What follows belongs to an exercise in optimizing a design on an open flow for small area; a production flow would make more cautious choices. Function was checked by simulation only, so behaviour that the tests miss may differ from the original. No activity file was given, so power comes from the tool's default toggle rates.

// calculator
module calculator(line, column, flag, out, first, second, third, clk_in, rst);
clock: 15.0 ns
lec_check: 0
abc_area: 1
cap_margin: 20
core_margin: 2
core_utilization: 40
slew_margin: 20
standard.sh (not shown) runs the stock make flow with config.mk's settings and CLKGATE_MAP_FILE= SYNTH_SCRIPT=/design/flow/synth_recipe.tcl, a recipe that flattens the netlist after the stock synthesis.
==> flow/flow/run.sh <==
#!/bin/bash
# Own layout flow: the standard synthesis, then its combinational logic
# mapped again with a stronger ABC script (the registers, their cells and
# names are kept as the standard synthesis made them), then the standard
# layout with the ports buffered by buf_1 cells.
set -euo pipefail
W=$PWD
R=$W/orfs/results/$FLOW_PLATFORM/calculator/base
bash standard.sh $R/1_2_yosys.v > $W/std_synth.log 2>&1
cp $R/1_2_yosys.v $W/std_1_2_yosys.v
bash flow/resynth.sh $W/std_1_2_yosys.v $W/resynth_1_2_yosys.v > $W/resynth.log 2>&1
cp $W/resynth_1_2_yosys.v $R/1_2_yosys.v
bash standard.sh finish "BUFFER_PORTS_ARGS=-buffer_cell sky130_fd_sc_hd__buf_1" > $W/finish.log 2>&1
==> flow/flow/resynth.sh <==
#!/bin/bash
# resynth.sh IN.v OUT.v: map the combinational logic of a mapped netlist
# again; the flip-flop cells stay as they are (black boxes).
set -euo pipefail
LIB=$FLOW_HOME/platforms/sky130hd/lib/sky130_fd_sc_hd__tt_025C_1v80.lib
IN=$1; OUT=$2
S="+strash;&get,-n;&deepsyn,-T,60;&dch,-f;&nf,-R,1000;&put;topo"
FFS=$(grep -o "sky130_fd_sc_hd__e*df[a-z0-9_]*" $IN | sort -u | tr '\n' ' ')
DU="-dont_use *lpflow* -dont_use *probe* -dont_use *clkdlybuf* -dont_use *dlygate* -dont_use *dlymetal* -dont_use *clkbuf* -dont_use *clkinv* -dont_use sky130_fd_sc_hd__buf_*"
yosys -p "read_liberty -ignore_miss_func $LIB; blackbox $FFS; read_verilog $IN; hierarchy -top $FLOW_TOP; flatten; delete t:\$scopeinfo; opt -purge; abc -liberty $LIB $DU -script $S; opt_clean -purge; rename -hide w:*.*; opt_clean -purge; hilomap -singleton -hicell sky130_fd_sc_hd__conb_1 HI -locell sky130_fd_sc_hd__conb_1 LO; opt_clean -purge; splitnets; opt_clean -purge; read_liberty -lib $LIB; stat -liberty $LIB; write_verilog -noattr -noexpr -nohex -nodec $OUT"
==> next run, changes <==
--- a/flow/config.mk
+++ b/flow/config.mk
@@ -10,3 +10,4 @@
 export CORE_MARGIN = 2
 export CORE_UTILIZATION = 40
+export CTS_BUF_LIST = sky130_fd_sc_hd__clkbuf_4
 export SLEW_MARGIN = 20
Effect: Sequential share of layout area came out higher by 0.40 points. Global-route usage stays flat. Cell area shrinks by 1.3%. Setup slack degrades by 0.071 ns. Wire length decreases by 0.42%. Sequential power stays flat.

---

## run a
calculator, a different RTL version from the one above (not shown whole).
Size in the first run: about 0.0025 mm2 of cells after synthesis.
Settings: LEC_CHECK=0, ABC_AREA=1, CAP_MARGIN=20, CORE_MARGIN=2, CORE_UTILIZATION=40, SLEW_MARGIN=20; clock period 15.0 ns.
==> flow/flow/resynth.sh <==
#!/bin/bash
# resynth.sh IN.v OUT.v: map the combinational logic of a mapped netlist
# again with several ABC scripts; the flip-flop cells stay as they are
# (black boxes). Each result is proved equivalent to IN.v with Yosys; the
# smallest proved one is written to OUT.v (IN.v itself if none is).
set -uo pipefail
LIB=$FLOW_HOME/platforms/sky130hd/lib/sky130_fd_sc_hd__tt_025C_1v80.lib
IN=$1; OUT=$2
D=$(dirname $OUT)/resynth
mkdir -p $D
FFS=$(grep -o "sky130_fd_sc_hd__e*df[a-z0-9_]*" $IN | sort -u | tr '\n' ' ')
DU="-dont_use *lpflow* -dont_use *probe* -dont_use *clkdlybuf* -dont_use *dlygate* -dont_use *dlymetal* -dont_use *clkbuf* -dont_use *clkinv* -dont_use sky130_fd_sc_hd__buf_*"
SCRIPTS=(
"+strash;&get,-n;&deepsyn,-T,40;&put;dch,-f;amap,-F,20,-A,30;topo"
"+strash;&get,-n;&deepsyn,-T,40;&put;dch,-f;amap;topo"
"+strash;&get,-n;&deepsyn,-T,40;&dch,-f;&nf,-R,1000;&put;topo"
"+strash;dch,-f;amap,-F,20,-A,30;topo"
)
n=0
for S in "${SCRIPTS[@]}"; do
  n=$((n+1))
  (
  yosys -p "read_liberty -ignore_miss_func $LIB; blackbox $FFS; read_verilog $IN; hierarchy -top $FLOW_TOP; flatten; delete t:\$scopeinfo; opt -purge; abc -liberty $LIB $DU -script $S; opt_clean -purge; rename -hide w:*.*; opt_clean -purge; hilomap -singleton -hicell sky130_fd_sc_hd__conb_1 HI -locell sky130_fd_sc_hd__conb_1 LO; opt_clean -purge; splitnets; opt_clean -purge; read_liberty -lib $LIB; tee -o $D/stat_$n.txt stat -liberty $LIB; write_verilog -noattr -noexpr -nohex -nodec $D/cand_$n.v" > $D/map_$n.log 2>&1
  yosys -p "read_liberty -ignore_miss_func $LIB; read_verilog $IN; rename $FLOW_TOP gold; read_verilog $D/cand_$n.v; rename $FLOW_TOP gate; flatten; delete t:\$scopeinfo; rename -hide w:_*; opt_clean; equiv_make gold gate eq; hierarchy -top eq; equiv_simple -seq 2; equiv_induct -seq 2; equiv_status -assert" > $D/eq_$n.log 2>&1 && touch $D/ok_$n
  ) &
done
wait
best=""; barea=""
for i in $(seq 1 $n); do
  [[ -f $D/ok_$i ]] || { echo "candidate $i: not proved"; continue; }
  a=$(grep "Chip area" $D/stat_$i.txt | awk '{print $NF}')
  echo "candidate $i: area $a"
  if [[ -z "$best" ]] || awk "BEGIN{exit !($a < $barea)}"; then best=$i; barea=$a; fi
done
if [[ -n "$best" ]]; then echo "using candidate $best ($barea)"; cp $D/cand_$best.v $OUT; else echo "using the standard netlist"; cp $IN $OUT; fi
Scripts as last shown in full above: flow/flow/run.sh
## Diff of input files: run b against run a
-- flow/config.mk --
<<< run a, line 11
export CORE_UTILIZATION = 40
export SLEW_MARGIN = 20
>>> run b, line 11
export CORE_UTILIZATION = 40
export CTS_BUF_LIST = sky130_fd_sc_hd__clkbuf_4 sky130_fd_sc_hd__clkbuf_8
export SLEW_MARGIN = 20
Results
- Diff run a..run b | sequential share of layout area | unchanged
- ~same met3 global-route usage in run a and run b
- From run b to run a, cell internal power dissipation did not move at all.

-- afterwards: timing with drivers on the ports --
No port has a modelled driver above. Below, the same layouts with a new extraction and two added sets of constraints. Step 1: set_driving_cell puts a clkbuf_16 on clk_in and a buf_2 on each other input, an assumption about the parent block. Step 2 moves the port delays by t, midway between the first and last clock arrival at a register: inputs arrive t later, outputs are due t later. That takes back most of the time a late clock gives input paths. Slacks: no drivers / after step 1 / after step 2; pairs: no drivers / after step 1.
run | shift t [ns] | slack for setup (ns) | slew at the worst register clock pin (ns) | worst slew at a driven data input, ns
the first run of note 1 | 0.309 | 5.804 / 5.777 / 6.087 | 0.08 / 0.08 | 0.03
the second run of note 1 | 0.361 | 5.732 / 5.708 / 6.070 | 0.12 / 0.12 | 0.03
run a | 0.321 | 4.889 / 4.861 / 5.182 | 0.08 / 0.08 | 0.03
run b | 0.321 | 4.889 / 4.861 / 5.182 | 0.08 / 0.08 | 0.03
After both steps every run listed still meets setup and hold.
